This is an optimization exercise on Yosys and OpenROAD, whose aim is small area, not a production implementation.
RTL that was checked went through simulation tests only; none was proved equivalent to the original.
Function not checked in run 1: the RTL went through the layout flow alone.
In every run shown here, the design's own scripts or RTL, not TritonCTS, make the clock network.
The clock input has no modelled driver; a real chip could not lean on it and would need a root buffer or a full tree.
Power and IR drop assume default switching activity.

==> design.v <==
module Prescaler (clk_in, rst, tick_1Hz, tick_c, even);
input clk_in;
input rst;
output tick_1Hz;
output tick_c;
output even;
reg [14:0] pre;
wire [15:0] c;
assign c[0] = 1'b1;
genvar i;
generate for (i = 0; i < 15; i = i + 1) begin : g
	assign c[i+1] = c[i] & pre[i];
end endgenerate
always @(posedge clk_in)
	if (~rst) pre <= 15'h4000;
	else pre <= pre ^ c[14:0];
assign tick_1Hz = c[15];
assign tick_c = ~pre[2] & pre[1] & pre[0];    
assign even = ~pre[0];
endmodule
module Refresh (CLK_IN, RST, even, tick);
input CLK_IN;
input RST;
input even;
output tick;
reg [7:0] sr;
wire last = sr[0] & sr[1] & sr[3] & sr[6] & sr[7];
wire load = ~RST | last;
always @(posedge CLK_IN)
	if (load) sr <= 8'h03;
	else sr <= {sr[6:0], sr[4] ^ sr[7]};
assign tick = last & even;
endmodule
module Mux_Display (CLK_IN, RST, EN, S_HM, s0, s1, m0, m1, h0, h1, DISPLAY, EN_1, EN_2, EN_3, EN_4);
input CLK_IN;
input RST;
input EN;
input S_HM;
input [3:0] s0, m0, h0;
input [2:0] s1, m1;
input [1:0] h1;
output [6:0] DISPLAY;
output EN_1, EN_2, EN_3, EN_4;
reg [1:0] t;
reg [3:0] dig;
wire k1 = (t == 2'd0);
wire k3 = (t == 2'd1);
wire k2 = (t == 2'd2) & dig[3];
wire k0 = ~(k1 | k2 | k3);
wire ld_s0 = EN & ~S_HM & k0;
wire ld_s1 = EN & ~S_HM & ~k0;
wire ld_m0 = EN & S_HM & k0;
wire ld_m1 = EN & S_HM & k1;
wire ld_h0 = EN & S_HM & k2;
wire ld_h1 = EN & S_HM & k3;
wire hold = ~EN;
wire [3:0] dig_n = ({4{ld_s0}} & s0) | ({4{ld_s1}} & {1'b0, s1}) |
                   ({4{ld_m0}} & m0) | ({4{ld_m1}} & {1'b1, m1}) |
                   ({4{ld_h0}} & h0) | ({4{ld_h1}} & {2'b0, h1}) |
                   ({4{hold}} & dig);
wire [1:0] t_n = ({2{ld_s1 | ld_m1}} & 2'd2) | ({2{ld_h0}} & 2'd1) |
                 ({2{ld_h1}} & 2'd3) | ({2{hold}} & t);
always @(posedge CLK_IN) begin
	t <= RST ? t_n : 2'd3;
	dig <= RST ? dig_n : 4'd12;
end
Display ds1 (.dig({dig[3] & ~(t == 2'd2), dig[2:0]}), .seg(DISPLAY));
assign EN_1 = ~(t == 2'd0);
assign EN_2 = ~(t == 2'd2);
assign EN_3 = ~(t == 2'd1);
assign EN_4 = ~((t == 2'd3) & ~dig[3]);
endmodule
module Timekeeper (CLK_IN, RST, tick, s0, s1, m0, m1, h0, h1);
input CLK_IN;
input RST;
input tick;
output reg [3:0] s0, m0, h0;
output reg [2:0] s1, m1;
output reg [1:0] h1;
wire c1 = tick & s0[3] & s0[0];           
wire c2 = c1 & s1[2] & s1[0];             
wire c3 = c2 & m0[3] & m0[0];             
wire c4 = c3 & m1[2] & m1[0];             
wire mid = c4 & h1[1] & h0[1] & h0[0];    
wire c5 = c4 & h0[3] & h0[0];             
wire clr = ~RST | mid;
always @(posedge CLK_IN) begin
	if (clr) begin
		s0 <= 0; s1 <= 0; m0 <= 0; m1 <= 0; h0 <= 0; h1 <= 0;
	end else begin
		if (tick) s0 <= c1 ? 4'd0 : s0 + 1'b1;
		if (c1) s1 <= c2 ? 3'd0 : s1 + 1'b1;
		if (c2) m0 <= c3 ? 4'd0 : m0 + 1'b1;
		if (c3) m1 <= c4 ? 3'd0 : m1 + 1'b1;
		if (c4) h0 <= c5 ? 4'd0 : h0 + 1'b1;
		if (c5) h1 <= h1 + 1'b1;
	end
end
endmodule
module Display (dig, seg);
input [3:0] dig;
output [6:0] seg;
reg [6:0] s;
always @(*)
	case (dig)
		4'd0: s = 7'b1000000;
		4'd1: s = 7'b1111001;
		4'd2: s = 7'b0100100;
		4'd3: s = 7'b0110000;
		4'd4: s = 7'b0011001;
		4'd5: s = 7'b0010010;
		4'd6: s = 7'b0000010;
		4'd7: s = 7'b1111000;
		4'd8: s = 7'b0000000;
		4'd9: s = 7'b0010000;
		4'd10: s = 7'b1111110;
		4'd11: s = 7'b1111110;
		4'd12: s = 7'b1111111;
		4'd13: s = 7'b1111110;
		4'd14: s = 7'b1111111;
		4'd15: s = 7'b1111110;
	endcase
assign seg = s;
endmodule
module Watch (CLK_IN, RST, N_F, S_HM, DISPLAY, DISPLAY_EN1, DISPLAY_EN2, DISPLAY_EN3, DISPLAY_EN4);
input 			CLK_IN;
input 			S_HM;
input 			N_F;
input 			RST;
output [6:0] 	DISPLAY;
output 		 	DISPLAY_EN1;
output 		 	DISPLAY_EN2;
output 		 	DISPLAY_EN3;
output 		 	DISPLAY_EN4;
wire tick_1hz, tick_fast, even, ref_tick;
wire [3:0] s0, m0, h0;
wire [2:0] s1, m1;
wire [1:0] h1;
Prescaler pr1 (.clk_in(CLK_IN), .rst(RST), .tick_1Hz(tick_1hz), .tick_c(tick_fast), .even(even));
Refresh rf1 (.CLK_IN(CLK_IN), .RST(RST), .even(even), .tick(ref_tick));
Timekeeper tk1 (.CLK_IN(CLK_IN), .RST(RST), .tick(N_F ? tick_1hz : tick_fast),
	.s0(s0), .s1(s1), .m0(m0), .m1(m1), .h0(h0), .h1(h1));
Mux_Display mx2 (.CLK_IN(CLK_IN), .RST(RST), .EN(ref_tick), .S_HM(S_HM),
	.s0(s0), .s1(s1), .m0(m0), .m1(m1), .h0(h0), .h1(h1),
	.DISPLAY(DISPLAY), .EN_1(DISPLAY_EN1), .EN_2(DISPLAY_EN2), .EN_3(DISPLAY_EN3), .EN_4(DISPLAY_EN4));
endmodule
==> flow/run.sh <==
#!/bin/bash
# Own flow: the standard layout, with
#  - synthesis tried with each area-only ABC script in flow/abc_scripts.txt (one
#    script per line, commands separated by ';'), and no half/full-adder cells;
#    the script giving the smallest cell area is then used for the synthesis
#    the layout is made from,
#  - single-strength port buffers,
#  - the clock tree rebuilt after CTS as one level of leaf buffers driven by the
#    clock port (flow/reclk.tcl), falling back to CTS's tree without its root
#    buffer (flow/unroot.tcl).
set -euo pipefail
here=$(pwd)
res="$here/orfs/results/$FLOW_PLATFORM/Watch/base"
plat="$FLOW_HOME/platforms/$FLOW_PLATFORM"

# one copy of the ORFS scripts per ABC script, differing only in abc_area.script
i=0
while IFS= read -r scr; do
  [[ -z "$scr" ]] && continue
  i=$((i + 1))
  rm -rf "$here/scripts_$i" "$here/try_$i"
  cp -r "$FLOW_HOME/scripts" "$here/scripts_$i"
  echo "$scr" | tr ';' '\n' | sed 's/^ *//' > "$here/scripts_$i/abc_area.script"
  sed "s#WORK_HOME=$here/orfs #WORK_HOME=$here/try_$i #" standard.sh > "$here/try_$i.sh"
done < "$here/flow/abc_scripts.txt"
n=$i
for ((i = 1; i <= n; i++)); do
  bash "$here/try_$i.sh" SCRIPTS_DIR="$here/scripts_$i" ADDER_MAP_FILE= synth > "$here/synth_try_$i.log" 2>&1 &
  if (( i % NUM_CORES == 0 )); then wait; fi
done
wait
best=0; best_area=""
for ((i = 1; i <= n; i++)); do
  a=$(sed -n "s/.*Chip area for module '\\\\Watch': \([0-9.]*\).*/\1/p" \
      "$here/try_$i/reports/$FLOW_PLATFORM/Watch/base/synth_stat.txt" 2>/dev/null | head -1)
  echo "script $i: ${a:-failed}" >> "$here/synth_tries.log"
  [[ -z "$a" ]] && continue
  if [[ -z "$best_area" ]] || awk -v a="$a" -v b="$best_area" 'BEGIN { exit !(a < b) }'; then
    best=$i; best_area=$a
  fi
done
echo "best: script $best, area $best_area" >> "$here/synth_tries.log"
(( best > 0 ))
bash standard.sh SCRIPTS_DIR="$here/scripts_$best" ADDER_MAP_FILE= synth > "$here/synth.log" 2>&1
for ((i = 1; i <= n; i++)); do rm -rf "$here/try_$i"; done

knobs=(BUFFER_PORTS_ARGS="-buffer_cell sky130_fd_sc_hd__buf_1" CTS_ARGS="$(cat "$here/flow/cts_args")")
bash standard.sh "${knobs[@]}" cts > "$here/layout_to_cts.log" 2>&1
if LIB="$plat/lib/sky130_fd_sc_hd__tt_025C_1v80.lib" PLATFORM_DIR="$plat" \
   IN_DB="$res/4_cts.odb" IN_SDC="$res/4_cts.sdc" OUT_DB="$res/4_cts_new.odb" CLK_PORT=CLK_IN \
   LEAF_BUFS="sky130_fd_sc_hd__clkbuf_4 sky130_fd_sc_hd__clkbuf_8 sky130_fd_sc_hd__clkbuf_16" SLEW_LIMIT=0.120 \
   openroad -no_init -exit "$here/flow/reclk.tcl" > "$here/reclk.log" 2>&1; then
  mv "$res/4_cts_new.odb" "$res/4_cts.odb"
else
  IN_DB="$res/4_cts.odb" OUT_DB="$res/4_cts_new.odb" CLK_PORT=CLK_IN \
    openroad -no_init -exit "$here/flow/unroot.tcl" > "$here/unroot.log" 2>&1
  mv "$res/4_cts_new.odb" "$res/4_cts.odb"
fi
bash standard.sh "${knobs[@]}" > "$here/layout_from_cts.log" 2>&1
==> flow/abc_scripts.txt <==
strash; dch -f; map -a; mfs2; amap; topo
strash; dch -f; map -a; mfs2; amap; strash; dch -f; map -a; mfs2; amap; topo
strash; dc2; strash; dch -f; map -a; mfs2; amap; topo
strash; dch -f; amap; mfs2; amap; topo
strash; dc2; strash; dch -f; map -a; mfs2; amap; strash; dch -f; map -a; mfs2; amap; strash; dch -f; map -a; mfs2; amap; topo
strash; dch -f; map -a; mfs2; amap; strash; dch -f; map -a; mfs2; amap; strash; dch -f; map -a; mfs2; amap; strash; dch -f; map -a; mfs2; amap; strash; dch -f; map -a; mfs2; amap; topo
strash; &get -n; &dch -f; &nf -R 1000; &put; mfs2; amap; topo
strash; dc2; strash; dch -f; map -a; mfs2; amap; strash; dch -f; map -a; mfs2; amap; topo
==> flow/cts_args <==
-sink_clustering_enable -repair_clock_nets -dont_use_dummy_load -buf_list sky130_fd_sc_hd__clkbuf_8
==> flow/reclk.tcl <==
read_liberty $::env(LIB)
read_db $::env(IN_DB)
read_sdc $::env(IN_SDC)
source $::env(PLATFORM_DIR)/setRC.tcl
set block [ord::get_db_block]
set clk [$block findNet $::env(CLK_PORT)]
set limit $::env(SLEW_LIMIT)

# the tree CTS built: buffers reached from the clock port, and the register pins
proc tree {net} {
  set bufs {}; set sinks {}
  foreach it [$net getITerms] {
    if {[$it isOutputSignal]} continue
    set inst [$it getInst]
    if {[string match "*clkbuf*" [[$inst getMaster] getName]]} {
      lappend bufs $inst
      foreach o [$inst getITerms] {
        if {[$o isOutputSignal]} {
          lassign [tree [$o getNet]] b s
          set bufs [concat $bufs $b]; set sinks [concat $sinks $s]
        }
      }
    } else {
      lappend sinks $it
    }
  }
  return [list $bufs $sinks]
}
lassign [tree $clk] oldbufs sinks
set oldarea 0
foreach b $oldbufs { set oldarea [expr {$oldarea + [[$b getMaster] getWidth] * [[$b getMaster] getHeight]}] }
puts "RECLK: CTS tree has [llength $oldbufs] buffers, [llength $sinks] register clock pins"

proc kmeans {pts k} {
  # pts: list of {x y}; deterministic start: spread along the sorted x order
  set n [llength $pts]
  set sorted [lsort -real -index 0 $pts]
  set cs {}
  for {set i 0} {$i < $k} {incr i} { lappend cs [lindex $sorted [expr {int(($i + 0.5) * $n / $k)}]] }
  for {set it 0} {$it < 50} {incr it} {
    set asg {}
    foreach p $pts {
      set best -1; set bd 1e30
      for {set j 0} {$j < $k} {incr j} {
        lassign [lindex $cs $j] cx cy
        set d [expr {abs([lindex $p 0] - $cx) + abs([lindex $p 1] - $cy)}]
        if {$d < $bd} { set bd $d; set best $j }
      }
      lappend asg $best
    }
    set ncs {}
    for {set j 0} {$j < $k} {incr j} {
      set sx 0; set sy 0; set c 0
      foreach p $pts a $asg { if {$a == $j} { set sx [expr {$sx + [lindex $p 0]}]; set sy [expr {$sy + [lindex $p 1]}]; incr c } }
      if {$c == 0} { lappend ncs [lindex $cs $j] } else { lappend ncs [list [expr {$sx / $c}] [expr {$sy / $c}]] }
    }
    set cs $ncs
  }
  return [list $asg $cs]
}

set pts {}
foreach s $sinks {
  set inst [$s getInst]
  lassign [$inst getLocation] x y
  lappend pts [list [expr {$x + [[$inst getMaster] getWidth] / 2.0}] [expr {$y + [[$inst getMaster] getHeight] / 2.0}]]
}

# tear down the CTS tree, keep the register pins on the clock net for now
proc teardown {clk bufs sinks} {
  foreach s $sinks { $s disconnect; $s connect $clk }
  foreach b $bufs {
    foreach o [$b getITerms] {
      if {[$o isOutputSignal]} { set n [$o getNet]; $o disconnect; if {$n ne "NULL" && $n ne ""} { odb::dbNet_destroy $n } }
    }
    odb::dbInst_destroy $b
  }
}
proc build {block clk bufm sinks pts k} {
  lassign [kmeans $pts $k] asg cs
  set made {}
  for {set j 0} {$j < $k} {incr j} {
    set inst [odb::dbInst_create $block $bufm "clkleaf_$j"]
    lassign [lindex $cs $j] cx cy
    $inst setLocation [expr {int($cx - [$bufm getWidth] / 2.0)}] [expr {int($cy - [$bufm getHeight] / 2.0)}]
    $inst setPlacementStatus PLACED
    set net [odb::dbNet_create $block "clknet_leaf_$j"]
    $net setSigType CLOCK
    [$inst findITerm A] connect $clk
    [$inst findITerm X] connect $net
    foreach s $sinks a $asg { if {$a == $j} { $s disconnect; $s connect $net } }
    lappend made $inst
  }
  return $made
}
proc worst_slew {sinks} {
  estimate_parasitics -placement
  set w 0
  foreach s $sinks {
    set pin [get_pins [[$s getInst] getName]/[[$s getMTerm] getName]]
    set v [get_property $pin slew_max]
    if {$v > $w} { set w $v }
  }
  return $w
}

# candidate trees, smallest buffer area first
set cands {}
foreach name $::env(LEAF_BUFS) {
  set m [[ord::get_db] findMaster $name]
  for {set k 1} {$k <= 4} {incr k} {
    lappend cands [list [expr {$k * [$m getWidth] * [$m getHeight]}] $m $k]
  }
}
set cands [lsort -real -index 0 $cands]
set done 0
teardown $clk $oldbufs $sinks
foreach c $cands {
  lassign $c area m k
  if {$area >= $oldarea} break
  set made [build $block $clk $m $sinks $pts $k]
  detailed_placement
  set w [worst_slew $sinks]
  puts "RECLK: $k x [$m getName], worst register clock slew [format %.1f [expr {$w * 1e3}]] ps"
  if {$w <= $limit} { set done 1; break }
  teardown $clk $made $sinks
}
if {!$done} {
  puts "RECLK: no smaller tree under the slew limit; keeping the CTS tree"
  exit 1
}
detailed_placement
check_placement
write_db $::env(OUT_DB)
puts "RECLK: wrote [llength $made] leaf buffers"
==> flow/unroot.tcl <==
read_db $::env(IN_DB)
set block [ord::get_db_block]
set clk [$block findNet $::env(CLK_PORT)]
set loads {}
foreach it [$clk getITerms] { lappend loads $it }
if {[llength $loads] != 1} { puts "UNROOT: clock port has [llength $loads] loads, left as is"; write_db $::env(OUT_DB); exit }
set root [[lindex $loads 0] getInst]
set master [[$root getMaster] getName]
if {![string match "*clkbuf*" $master]} { puts "UNROOT: root is $master, left as is"; write_db $::env(OUT_DB); exit }
set out_net ""
foreach it [$root getITerms] {
  if {[$it isOutputSignal]} { set out_net [$it getNet] }
}
set leaves {}
foreach it [$out_net getITerms] {
  if {[$it getInst] != $root} { lappend leaves $it }
}
set ok 1
foreach it $leaves {
  if {![string match "*clkbuf*" [[[$it getInst] getMaster] getName]]} { set ok 0 }
}
if {!$ok || [llength $leaves] > 4} { puts "UNROOT: [llength $leaves] loads after the root, left as is"; write_db $::env(OUT_DB); exit }
foreach it $leaves {
  $it disconnect
  $it connect $clk
}
puts "UNROOT: removed root [$root getName] ($master), [llength $leaves] leaf buffers on the clock port"
odb::dbInst_destroy $root
odb::dbNet_destroy $out_net
write_db $::env(OUT_DB)
==> standard.sh <==
#!/bin/bash
# synth_recipe.tcl (not shown) runs the flow's synth.tcl, then flattens the netlist and writes it again
# the make line also repeats each setting of config.mk as NAME=value (left out here)
make -C /OpenROAD-flow-scripts/flow DESIGN_CONFIG=/design/flow/config.mk WORK_HOME=/design/flow/orfs CLKGATE_MAP_FILE= SYNTH_SCRIPT=/design/flow/synth_recipe.tcl "${@:-finish}"
==> config.mk <==
export PLATFORM = sky130hd
export DESIGN_NAME = Watch
export DESIGN_NICKNAME = Watch
export VERILOG_FILES = /design/flow/design.v
export SDC_FILE = /design/flow/constraint.sdc
export NUM_CORES = 4
export LEC_CHECK = 0
export ABC_AREA = 1
export CAP_MARGIN = 20
export CORE_MARGIN = 2
export CORE_UTILIZATION = 40
export GPL_TIMING_DRIVEN = 0
export PLACE_DENSITY = 0.6
export SLEW_MARGIN = 20
==> constraint.sdc <==
create_clock -name core_clock -period 10.0 [get_ports {CLK_IN}]
set_input_delay 2.0000 -clock core_clock [delete_from_list [all_inputs] [get_ports {CLK_IN}]]
set_output_delay 2.0000 -clock core_clock [all_outputs]
set_load 0.01 [all_outputs]
==> results of run 1 <==
-- flip-flops by register name (all words and copies together) (netlist names) --
| name | cells |
|---|---|
| pr1.pre | 15 |
| rf1.sr | 8 |
| mx2.dig | 4 |
| tk1.h0 | 4 |
| tk1.m0 | 4 |
| tk1.s0 | 4 |
| tk1.m1 | 3 |
| tk1.s1 | 3 |
| mx2.t | 2 |
| tk1.h1 | 2 |
-- power groups by stage --
| stage | combinational (mW) | clock (mW) | sequential [mW] |
|---|---|---|---|
| 2_1_floorplan | 0.00431 | 0 | 0.203 |
| 6_report | 0.00666 | 0.0742 | 0.199 |
| 5_1_grt | 0.00770 | 0.0841 | 0.199 |
| 4_1_cts | 0.00681 | 0.109 | 0.199 |
| 3_3_place_gp | 0.00672 | 0 | 0.203 |
| 3_5_place_dp | 0.00683 | 0 | 0.203 |
-- kinds of logic after synthesis --
| family | Yosys count | synth area share (%) |
|---|---|---|
| AO/OA/AOI/OAI | 42 | 15.55 |
| AND/OR/NAND/NOR | 120 | 28.00 |
| buffers and inverters | 29 | 5.638 |
| flip-flops | 49 | 50.81 |
-- through the flow --
stage | hold WS [ns] | cell area, um2 | std cells
4_1_cts | 0.4292 | 2123 | 313
3_3_place_gp | 0.4155 | 2051 | 308
3_5_place_dp | 0.4159 | 2054 | 308
2_1_floorplan | 0.4037 | 1931 | 240
6_report | 0.4279 | 2096 | 311
5_1_grt | 0.4567 | 2096 | 311
-- synth_stat cells (2+ instances only) --
master | number | share of area [%]
nor3_1 | 21 | 5.4
a2111oi_0 | 5 | 2.3
a211oi_1 | 4 | 1.6
nor2b_1 | 2 | 0.65
a22oi_1 | 4 | 1.6
or2_0 | 3 | 0.97
o2111ai_1 | 2 | 0.91
a31oi_1 | 3 | 0.97
o211ai_1 | 3 | 1.2
nor2_1 | 54 | 10
nand2_1 | 19 | 3.7
clkinv_1 | 29 | 5.6
o21ai_0 | 13 | 3.4
and3_1 | 15 | 4.9
dfxtp_1 | 49 | 51
a222oi_1 | 3 | 1.6
nand3_1 | 3 | 0.78
-- worst min-delay path: cells and delay by family, from the launching register on --
| kind | cells | cell delay [ns] |
|---|---|---|
| buffers and inverters | 1 | 0.05 |
| DFF | 1 | 0.31 |
| and+or+nand+nor | 1 | 0.04 |
-- worst max path at each step --
| stage | to | slack [ns] | depth (start not counted) |
|---|---|---|---|
| detailed placement | tk1.h0[2] | 5.02 | 16 |
| finish | tk1.h0[2] | 5.23 | 16 |
| global placement | tk1.h0[2] | 4.14 | 16 |
| floorplan | tk1.h0[2] | 5.16 | 15 |
| global route | tk1.m0[2] | 4.79 | 16 |
| CTS | tk1.s0[2] | 5.34 | 16 |
-- final cells by class --
| type | instances | area (um2) |
|---|---|---|
| multi-input combinational | 162 | 844.6 |
| tap | 54 | 67.56 |
| inverter | 29 | 108.9 |
| buffer | 3 | 41.29 |
| fill | 485 | 2596 |
| timing repair buffer | 14 | 52.55 |
| sequential | 49 | 980.9 |
-- routing by layer --
| metal | track usage [%] | share of wire, % | vias to the layer above |
|---|---|---|---|
| met5 | 0 | 0 | - |
| met3 | 4.390 | 5.1 | 9 |
| met1 | 19.49 | 50 | 724 |
| met4 | 5.859 | 2.3 | 0 |
| li1 | - | - | 877 |
| met2 | 22.32 | 42 | 35 |
==> run_results.csv, run 1 <==
group,metric,value,unit
outcome,status,"timing/DRC/antenna clean",
critical_path,crit_chain,"buf_1 -> nor3_1 -> a31oi_1 -> nor2_1 -> clkinv_1 -> nor2b_1 -> nand2_1 -> nor2_1 -> nand2_1 -> clkinv_1 -> nand2_1 -> clkinv_1 -> and3_1 -> nand3_1 -> o21ai_2 -> a2111oi_0",
drt,num_vias,1645,
critical_path,worst_setup_path_start_kind,"input port",
critical_path,crit_start,"N_F",
clock_tree,clock_latency,0.16,ns
power_and_ir_drop,powerDensity,133.4,nW/um2
layout,drive_gt1_share,1.556,%
logic_synthesis,ys.flop_type,"dfxtp_1",
sta,rsz0062_at_grt,"no",
drt,drc,0,
sta,skew,0.01551,ns
critical_path,ff2ff_setup_slack,5.42,ns
placed_design,place_ws,5.024,ns
clock_tree,cts-hold-fix-buffers,0,
drt,drt_iter0_drc,91,
logic_synthesis,synth_edf_count,0,
sta,min_period,4.772,ns
job,timing.max_cap.violations,0,
drt,wirelength,3590,um
floorplan,dieArea,5399,um2
clock_tree,cts_resized,0,
global_routing,grt_pass1_vias,1386,
critical_path,endpoint_kind,"flop",
layout,final_common_cell,"nor2_1",
drt,viasPerCell,5.289,
hold_path,hold_depth,2,
logic_synthesis,synth.avg_cell_area,8.044,um2
sta,fin_ws,5.228,ns
sta,tightest_slew,0.6905,ns
layout,final_core_util,44.67,%
global_routing,grt.total_usage,14.68,%
layout,nNetsFinal,263,
critical_path,cp_top_family,"simple AND/OR/NAND/NOR gates",
logic_synthesis,synthArstFlopShare,0,%
critical_path,max_stage_delay,0.59,ns
global_routing,gr-total-overflow,0,
global_routing,grt_antenna_before_repair,0,
placed_design,dp_hpwl,2713,um
floorplan,die_w,73.48,um
power_and_ir_drop,ir_drop,74.15,uV
placed_design,io_buffers,14,
logic_synthesis,synthCells,240,
critical_path,cp.required,10.01,ns
logic_synthesis,synth_seq_area_share,50.81,%
critical_path,arrival,4.78,ns
sta,final-hold-violation-count,0,
sta,max_slew_margin,53.96,%
layout,final_cell_mix,"nor2_1, dfxtp_1, clkinv_1, nor3_1, nand2_1",
logic_synthesis,syn_area,1931,um2
clock_tree,cts.clk_slew.worst_paths,0.10,ns
power_and_ir_drop,p_comb_share,2.4,%
sta,fmax,209.6,MHz
sta,finalSetupViolCount,0,
logic_synthesis,synth_warnings,5,
critical_path,critPathMaxFanout,17,
logic_synthesis,ys_ff_latch,49,
floorplan,start_util,41.15,%
critical_path,crit_type,"in2reg",
power_and_ir_drop,clkPwrFrac,26.6,%
drt,ant_nets,0,
placed_design,place_congestion,0.7670,
logic_synthesis,synth_cell_types,25,
global_routing,grt_max_degree,22,
power_and_ir_drop,power.internal,0.2270,mW
critical_path,worstReg2RegEnd,"tk1.h0[2]",
sta,setup_tns,0,ns
power_and_ir_drop,finalPower,0.2796,mW
sta,period_share,47.72,%
layout,antenna_cells,0,
critical_path,rr_worst_depth,22,
hold_path,min_from,"rf1.sr[6]",
hold_path,hold_path_class,"reg2reg",
floorplan,num_rows,25,
floorplan,die_y,73.48,um
power_and_ir_drop,p_leak,0.7098,nW
layout,area_growth_syn_to_layout,8.555,%
clock_tree,post_cts_buffers,0,
logic_synthesis,syn_nets,244,
drt,dr.pass1.iters,4,
floorplan,ios,15,
power_and_ir_drop,seqPwrFrac,71.1,%
critical_path,crit_buf_inv,4,
sta,drv_slew,0,
hold_path,holdPathEnd,"rf1.sr[7]",
drt,routedWlPerCell,11.54,um
power_and_ir_drop,switching_share,18.79,%
global_routing,grt_pass1_wl,6154,um
critical_path,slowest_stage,"o21ai_2",
critical_path,reg2reg_from,"pr1.pre[0]",
power_and_ir_drop,p_sw,0.05252,mW
floorplan,coreArea,4692,um2
clock_tree,clock-sinks,49,
==> run 2: changes to the inputs <==
--- a/design.v
+++ b/design.v
@@ -23,12 +23,12 @@
 input RST;
 input even;
 output tick;
-reg [7:0] sr;
-wire last = sr[0] & sr[1] & sr[3] & sr[6] & sr[7];
+reg [7:0] q;
+wire last = q[0] & ~q[1] & ~q[3] & q[6] & ~q[7];
 wire load = ~RST | last;
 always @(posedge CLK_IN)
-	if (load) sr <= 8'h03;
-	else sr <= {sr[6:0], sr[4] ^ sr[7]};
+	if (load) q <= 8'ha9;
+	else q <= {~q[6:0], ~(q[4] ^ q[7])};
 assign tick = last & even;
 endmodule
 module Mux_Display (CLK_IN, RST, EN, S_HM, s0, s1, m0, m1, h0, h1, DISPLAY, EN_1, EN_2, EN_3, EN_4);
@@ -85,13 +85,19 @@
 wire c5 = c4 & h0[3] & h0[0];             
 wire clr = ~RST | mid;
 always @(posedge CLK_IN) begin
-	if (clr) begin
-		s0 <= 0; s1 <= 0; m0 <= 0; m1 <= 0; h0 <= 0; h1 <= 0;
+	if (~RST) begin
+		s0 <= 0; s1 <= 0; m0 <= 0; m1 <= 0;
 	end else begin
 		if (tick) s0 <= c1 ? 4'd0 : s0 + 1'b1;
 		if (c1) s1 <= c2 ? 3'd0 : s1 + 1'b1;
 		if (c2) m0 <= c3 ? 4'd0 : m0 + 1'b1;
 		if (c3) m1 <= c4 ? 3'd0 : m1 + 1'b1;
+	end
+end
+always @(posedge CLK_IN) begin
+	if (clr) begin
+		h0 <= 0; h1 <= 0;
+	end else begin
 		if (c4) h0 <= c5 ? 4'd0 : h0 + 1'b1;
 		if (c5) h1 <= h1 + 1'b1;
 	end
@@ -100,27 +106,14 @@
 module Display (dig, seg);
 input [3:0] dig;
 output [6:0] seg;
-reg [6:0] s;
-always @(*)
-	case (dig)
-		4'd0: s = 7'b1000000;
-		4'd1: s = 7'b1111001;
-		4'd2: s = 7'b0100100;
-		4'd3: s = 7'b0110000;
-		4'd4: s = 7'b0011001;
-		4'd5: s = 7'b0010010;
-		4'd6: s = 7'b0000010;
-		4'd7: s = 7'b1111000;
-		4'd8: s = 7'b0000000;
-		4'd9: s = 7'b0010000;
-		4'd10: s = 7'b1111110;
-		4'd11: s = 7'b1111110;
-		4'd12: s = 7'b1111111;
-		4'd13: s = 7'b1111110;
-		4'd14: s = 7'b1111111;
-		4'd15: s = 7'b1111110;
-	endcase
-assign seg = s;
+wire [3:0] d = dig;
+assign seg[0] = (~d[3] & ~d[2] & ~d[1] & d[0]) | (d[2] & ~d[1] & ~d[0]);
+assign seg[1] = (d[3] & d[2]) | (d[2] & ~d[1] & d[0]) | (d[2] & d[1] & ~d[0]);
+assign seg[2] = (d[3] & d[2]) | (~d[2] & d[1] & ~d[0]);
+assign seg[3] = (~d[3] & ~d[2] & ~d[1] & d[0]) | (d[2] & ~d[1] & ~d[0]) | (d[2] & d[1] & d[0]);
+assign seg[4] = (d[2] & ~d[1]) | (d[0]);
+assign seg[5] = (~d[3] & ~d[2] & d[0]) | (d[3] & d[2]) | (~d[2] & d[1]) | (d[1] & d[0]);
+assign seg[6] = (~d[3] & ~d[2] & ~d[1]) | (d[3] & d[2]) | (d[2] & d[1] & d[0]);
 endmodule
 module Watch (CLK_IN, RST, N_F, S_HM, DISPLAY, DISPLAY_EN1, DISPLAY_EN2, DISPLAY_EN3, DISPLAY_EN4);
 input 			CLK_IN;
==> run 2 against run 1 <==
Effect of this change:
- total power up 0.53%
- first-iteration DRC count up 24%
- global-route usage down 0.61 points
- die area down 1.1%
- register-to-register slack worse by 0.04 ns
- maximum frequency down 0.72%
- sequential power about the same
- combinational power down 0.8%
- wire length down 0.25%
- synthesized cell count down 4.6%
- cell area down 1.3%
- setup slack worse by 0.035 ns
- still clean on timing, DRC and antenna
- largest power group unchanged
- largest cell class unchanged
==> run_results.csv, run 2 <==
group,metric,value,unit
sta,drv_slew,0,
logic_synthesis,syn_area,1908,um2
drt,drc,0,
drt,drt_iter0_drc,113,
logic_synthesis,synth_area_leaders,"dfxtp_1, nor2_1, nor3_1, and3_1, clkinv_1",
hold_path,hold_depth,1,
layout,multi_input_comb_area,852.1,um2
logic_synthesis,yosysTopAreaCell,"dfxtp_1",
power_and_ir_drop,finalPower,0.2811,mW
drt,ant_nets,0,
critical_path,arrival,4.86,ns
layout,top_register,"pr1.pre",
drt,routedWlPerCell,11.94,um
critical_path,slowest_stage,"a21oi_1",
sta,finalSetupViolCount,0,
outcome,status,"timing/DRC/antenna clean",
floorplan,die_w,73.07,um
logic_synthesis,synth_top_area_share,51.41,%
sta,skew,0.008964,ns
placed_design,io_buffers,14,
drt,wirelength,3581,um
critical_path,crit_type,"in2reg",
critical_path,critPathMaxFanout,7,
sta,min_period,4.806,ns
clock_tree,clock-sinks,49,
drt,num_vias,1590,
sta,tightest_slew,0.8733,ns
drt,viasPerCell,5.300,
global_routing,grt_pass1_vias,1377,
power_and_ir_drop,seqPwrFrac,70.7,%
global_routing,gr-total-overflow,0,
critical_path,crit_top_cell,"nor2_1",
logic_synthesis,synthArstFlopShare,0,%
global_routing,grt_pass1_wl,5927,um
critical_path,endpoint_kind,"flop",
critical_path,crit_buf_inv,1,
sta,rsz0062_at_grt,"no",
hold_path,min_from,"rf1.q[5]",
critical_path,ff2ff_setup_slack,5.38,ns
critical_path,cp_top_family,"simple AND/OR/NAND/NOR gates",
clock_tree,cts-hold-fix-buffers,0,
critical_path,cp.required,10.05,ns
power_and_ir_drop,switching_share,19.21,%
sta,setup_tns,0,ns
critical_path,reg2reg_from,"pr1.pre[0]",
sta,fmax,208.1,MHz
floorplan,coreArea,4661,um2
power_and_ir_drop,p_leak,0.7432,nW
logic_synthesis,ys_ff_latch,49,
logic_synthesis,syn_nets,233,
layout,n_fill_cell,464,
sta,period_share,48.06,%
floorplan,start_util,40.94,%
logic_synthesis,synth_edf_count,0,
power_and_ir_drop,power.internal,0.2271,mW
drt,dr.pass1.iters,4,
logic_synthesis,synth_seq_area_share,51.41,%
power_and_ir_drop,p_sw,0.05400,mW
clock_tree,cts.clk_slew.worst_paths,0.10,ns
layout,top_regs,"pr1.pre (15), rf1.q (8)",
power_and_ir_drop,clkPwrFrac,27.0,%
layout,nNetsFinal,252,
clock_tree,cts_resized,0,
critical_path,worst_setup_path_start_kind,"input port",
logic_synthesis,ys.flop_type,"dfxtp_1",
floorplan,die_y,73.07,um
critical_path,rr_worst_depth,21,
placed_design,dp_hpwl,2647,um
placed_design,place_ws,4.998,ns
critical_path,worstReg2RegEnd,"tk1.h1[1]",
logic_synthesis,synth.avg_cell_area,8.332,um2
clock_tree,post_cts_buffers,0,
hold_path,holdPathEnd,"rf1.q[6]",
layout,area_growth_syn_to_layout,8.459,%
critical_path,crit_chain,"buf_1 -> o31ai_1 -> and2_0 -> and2_0 -> nand2_1 -> nor2_1 -> and3_1 -> nand2_1 -> nor2_1 -> nand3_1 -> a21oi_1 -> nor2_1 -> o22a_1",
sta,final-hold-violation-count,0,
global_routing,grt.total_usage,14.08,%
power_and_ir_drop,p_comb_share,2.4,%
logic_synthesis,synth_commonest_cells,"dfxtp_1, nor2_1, nor3_1",
power_and_ir_drop,powerDensity,135.8,nW/um2
layout,final_cell_mix,"nor2_1, dfxtp_1, nor3_1, clkinv_1, buf_1",
layout,drive_gt1_share,1.220,%
hold_path,hold_path_class,"reg2reg",
sta,max_slew_margin,41.42,%
global_routing,grt_max_degree,33,
floorplan,ios,15,
global_routing,grt_antenna_before_repair,0,
layout,antenna_cells,0,
layout,largest_reg_flops,15,
logic_synthesis,synth_cell_types,27,
floorplan,dieArea,5338,um2
job,timing.max_cap.violations,0,
power_and_ir_drop,ir_drop,58.91,uV
critical_path,max_stage_delay,0.39,ns
logic_synthesis,synth_warnings,4,
layout,regArea,980.9,um2
logic_synthesis,synthCells,229,
floorplan,num_rows,25,
clock_tree,clock_latency,0.16,ns
sta,fin_ws,5.194,ns
placed_design,place_congestion,0.7479,
-- run 2: logic make-up after synthesis --
| group | share of synthesized area [%] |
|---|---|
| compound gates | 15.74 |
| buf+inv | 3.934 |
| flops | 51.41 |
| simple gates | 28.92 |
-- run 2: layout make-up --
type,count,area share (%)
well taps,54,3.265
repair buffers,14,2.539
multi-input cells,160,41.17
plain buffers,3,1.995
inverters,20,3.628
flip-flops and latches,49,47.40
-- run 2: worst max path at each step --
stage / from / slack, ns / cells after the start / end
finish: N_F / 5.19 / 13 / tk1.h1[1]
global route: N_F / 4.77 / 13 / tk1.h1[1]
CTS: N_F / 5.33 / 13 / tk1.h1[1]
detailed placement: N_F / 5.00 / 13 / tk1.h1[1]
global placement: N_F / 5.00 / 13 / tk1.h1[1]
floorplan: N_F / 5.62 / 12 / tk1.h1[1]
-- run 2: power groups by stage --
stage	clock [mW]	combinational, mW	sequential, mW
after floorplan	0	0.00429	0.203
after global placement	0	0.00671	0.203
after detailed placement	0	0.00672	0.203
after CTS	0.109	0.00670	0.199
after global routing	0.0875	0.00763	0.199
final	0.0758	0.00661	0.199
-- run 2: through the flow --
| step | hold slack, ns | util (%) | cell area [um2] | std cells |
|---|---|---|---|---|
| 3_5_place_dp | 0.3771 | 43.52 | 2028 | 297 |
| 3_3_place_gp | 0.3726 | 43.52 | 2028 | 297 |
| 5_1_grt | 0.4074 | 44.40 | 2069 | 300 |
| 4_1_cts | 0.3950 | 44.99 | 2097 | 302 |
| 2_1_floorplan | 0.3665 | - | 1908 | 229 |
| 6_report | 0.3920 | 44.40 | 2069 | 300 |
-- run 2: metal layers --
| layer | global-route usage, % | vias up | share of wire, % |
|---|---|---|---|
| li1 | - | 853 | - |
| met1 | 17.75 | 710 | 51 |
| met2 | 23.92 | 23 | 45 |
| met3 | 3.453 | 4 | 3.1 |
| met4 | 3.704 | 0 | 1.1 |
| met5 | 0 | - | 0 |
-- run 2: worst reg2reg max path: stages (launching register included) --
cell	delay, ns
dfxtp_1	0.38
nand2_1	0.11
clkinv_1	0.09
and3_1	0.20
and3_1	0.21
and3_1	0.21
and3_1	0.21
and3_1	0.23
and3_1	0.23
nand3_1	0.09
o31ai_1	0.09
and2_0	0.25
and2_0	0.26
nand2_1	0.14
nor2_1	0.24
and3_1	0.36
nand2_1	0.11
nor2_1	0.26
nand3_1	0.20
a21oi_1	0.39
nor2_1	0.09
o22a_1	0.20
==> run 3: changes to the inputs <==
--- a/design.v
+++ b/design.v
@@ -41,8 +41,10 @@
 input [1:0] h1;
 output [6:0] DISPLAY;
 output EN_1, EN_2, EN_3, EN_4;
-reg [1:0] t;
-reg [3:0] dig;
+reg [1:0] tq;
+reg [3:0] digq;
+wire [1:0] t = tq ^ 2'd1;
+wire [3:0] dig = digq ^ 4'd4;
 wire k1 = (t == 2'd0);
 wire k3 = (t == 2'd1);
 wire k2 = (t == 2'd2) & dig[3];
@@ -61,8 +63,8 @@
 wire [1:0] t_n = ({2{ld_s1 | ld_m1}} & 2'd2) | ({2{ld_h0}} & 2'd1) |
                  ({2{ld_h1}} & 2'd3) | ({2{hold}} & t);
 always @(posedge CLK_IN) begin
-	t <= RST ? t_n : 2'd3;
-	dig <= RST ? dig_n : 4'd12;
+	tq <= RST ? t_n ^ 2'd1 : 2'd2;
+	digq <= RST ? dig_n ^ 4'd4 : 4'd8;
 end
 Display ds1 (.dig({dig[3] & ~(t == 2'd2), dig[2:0]}), .seg(DISPLAY));
 assign EN_1 = ~(t == 2'd0);
==> run 3 against run 2 <==
Effect of this change:
- sequential power about the same
- sequential cell count is the same
- combinational power grew 3.9%
- critical path type unchanged
- clock power fell by 0.7%
- wire length shrank 3.1%
- sequential share of layout area increased by 0.43 points
- synthesized cell count shrank 2.2%
- clock skew increased by 0.0018 ns
- cell area is 0.91% lower
==> run_results.csv, run 3 <==
group,metric,value,unit
floorplan,die_y,72.73,um
global_routing,grtUsageMet1,18.06,%
clock_tree,cts.clk_slew.worst_paths,0.10,ns
logic_synthesis,syn_nets,228,
logic_synthesis,synthArstFlopShare,0,%
global_routing,grt_use_met2,22.93,%
layout,final_common_cell,"dfxtp_1",
layout,top_regs,"pr1.pre (15), rf1.q (8)",
clock_tree,clock-sinks,49,
logic_synthesis,ys_ff_latch,49,
floorplan,start_util,40.81,%
drt,drt_iter0_drc,92,
logic_synthesis,ys.flop_type,"dfxtp_1",
logic_synthesis,synth.avg_cell_area,8.434,um2
drt,routedWlPerCell,11.76,um
logic_synthesis,syn_area,1889,um2
critical_path,critPathMaxFanout,6,
clock_tree,clock_latency,0.16,ns
placed_design,place_congestion,0.7861,
drt,viasPerCell,5.356,
layout,drive_gt1_share,1.245,%
sta,setup_tns,0,ns
logic_synthesis,synth_top_area_share,51.92,%
logic_synthesis,synth_most_common_cell,"dfxtp_1",
layout,top_register,"pr1.pre",
floorplan,die_w,72.73,um
layout,final_core_util,44.30,%
drt,num_vias,1580,
sta,drv_slew,0,
critical_path,endpoint_kind,"flop",
power_and_ir_drop,p_leak,0.7253,nW
clock_tree,cts_resized,0,
logic_synthesis,synthCells,224,
power_and_ir_drop,powerDensity,137.0,nW/um2
logic_synthesis,synth_commonest_cells,"dfxtp_1, nor2_1, nor3_1",
sta,period_share,49.09,%
sta,max_slew_margin,43.95,%
placed_design,io_buffers,14,
layout,largest_reg_flops,15,
sta,skew,0.01076,ns
sta,fin_ws,5.091,ns
sta,tightest_slew,0.8356,ns
sta,final-hold-violation-count,0,
layout,final_cell_mix,"dfxtp_1, nor2_1, nor3_1, clkinv_1, buf_1",
job,timing.max_cap.violations,0,
power_and_ir_drop,ir_drop,104.8,uV
critical_path,arrival,4.96,ns
layout,area_growth_syn_to_layout,8.543,%
floorplan,ios,15,
logic_synthesis,synth_seq_area_share,51.92,%
global_routing,grt_busiest_layer,"met2",
floorplan,coreArea,4629,um2
logic_synthesis,yosysTopAreaCell,"dfxtp_1",
global_routing,grt_pass1_vias,1364,
layout,nNetsFinal,247,
layout,antenna_cells,0,
logic_synthesis,synth_cell_types,25,
critical_path,crit_type,"in2reg",
placed_design,dp_hpwl,2559,um
global_routing,grt_antenna_before_repair,0,
floorplan,num_rows,25,
layout,n_fill_cell,494,
global_routing,grt_max_degree,32,
power_and_ir_drop,finalPower,0.2809,mW
global_routing,grt.total_usage,14.05,%
drt,dr.pass1.iters,4,
drt,ant_nets,0,
hold_path,hold_path_class,"reg2reg",
sta,hold-worst-slack,0.3859,ns
critical_path,cp.required,10.05,ns
logic_synthesis,synth_area_leaders,"dfxtp_1, nor2_1, nor3_1, and3_1, clkinv_1",
global_routing,grt_pass1_wl,5871,um
logic_synthesis,synth_edf_count,0,
layout,regArea,980.9,um2
drt,wirelength,3470,um
sta,rsz0062_at_grt,"no",
sta,finalSetupViolCount,0,
critical_path,worst_setup_path_start_kind,"input port",
floorplan,dieArea,5289,um2
global_routing,gr-total-overflow,0,
global_routing,met3_usage,3.315,%
sta,fmax,203.7,MHz
sta,min_period,4.909,ns
layout,multi_input_comb_area,833.3,um2
outcome,status,"timing/DRC/antenna clean",
clock_tree,cts-hold-fix-buffers,0,
drt,drc,0,
logic_synthesis,synth_warnings,4,
clock_tree,post_cts_buffers,0,
placed_design,place_ws,4.927,ns
==> run 3: cell count changes in the layout (fill, tap and decap cells not counted), sizes merged, moves of 2 or more <==
cell / change
nor2: -5
nor3: -2
a211oi: +3
o21ai: +3
a22o: +2
a21oi: +2
==> run 3: final cells by class <==
| class | count | area share [%] |
|---|---|---|
| Buffer | 3 | 2.013 |
| Inverter | 20 | 3.661 |
| Multi-Input combinational cell | 155 | 40.63 |
| Sequential cell | 49 | 47.83 |
| Tap cell | 54 | 3.295 |
| Timing Repair Buffer | 14 | 2.563 |
==> run 3: worst max-delay path: stages <==
cell and delay (ns):
buf_1 0.08, nor3_1 0.17, a31oi_1 0.08, nor2_1 0.21, and2_0 0.32, and3_1 0.26
and2_0 0.27, nand2_1 0.14, nor3_1 0.50, nand3_1 0.25, a21oi_1 0.39, nor2_1 0.09
o22a_1 0.20
==> run 3: cells by family (layout without fill, tap and decap cells) <==
group,count (synthesis),after routing,share of synthesized area (%)
flip-flops,49,49,51.92
AND/OR/NAND/NOR,108,108,26.62
AO/OA/AOI/OAI,47,47,17.48
buffers and inverters,20,37,3.973
==> run 3: stage by stage <==
step,area (um2),cells
after global routing,2051,295
after CTS,2078,297
after global placement,2009,292
after floorplan,1889,224
final,2051,295
after detailed placement,2009,292
==> run 3: worst paths after layout <==
kind               from   endpoint  slack (ns)  cells after the start
max reg2reg  pr1.pre[0]  tk1.h1[1]        5.34                     19
min reg2reg    rf1.q[5]   rf1.q[6]        0.39                      1
max                 N_F  tk1.h1[1]        5.09                     13
min            rf1.q[5]   rf1.q[6]        0.39                      1
==> run 3: layer usage <==
metal	share of wire [%]	vias up
met3	4.1	6
li1	-	842
met5	0	-
met4	1.9	0
met1	50	700
met2	44	32
==> run 3: power breakdown <==
part / switching (mW) / leakage, nW / internal (mW)
clock network: 0.0475 / 0.0216 / 0.0278
registers: 0.00128 / 0.397 / 0.197
logic: 0.00491 / 0.307 / 0.00195

## afterwards: timing with drivers on the ports
The flow's constraints put no driver on any port. The routed layouts listed below were extracted and timed again, unchanged, in two steps.
Step 1 sets driving cells, clkbuf_16 on the clock port and buf_2 on the other inputs (assumed; they add their load-dependent delay and slew).
Step 2, shift: input delay + t, output delay - t, t = (earliest + latest rising clock arrival at the registers) / 2. This alone moves slack from input paths to output paths.
Slacks: ideal ports / drivers / drivers and shift; pairs: ideal ports / drivers.
run | t, ns | setup WS [ns] | worst setup path at the end | pins driven straight from the clock port
run 1 | 0.198 | 5.228 / 5.254 / 5.057 | input to register | 3
run 2 | 0.197 | 5.194 / 5.216 / 5.019 | input to register | 3
run 3 | 0.197 | 5.091 / 5.114 / 4.917 | input to register | 3
After both steps every run listed still meets setup and hold. For run 2, which loses most, drivers alone change the setup slack by +0.022 ns; drivers and shift together by -0.175 ns.
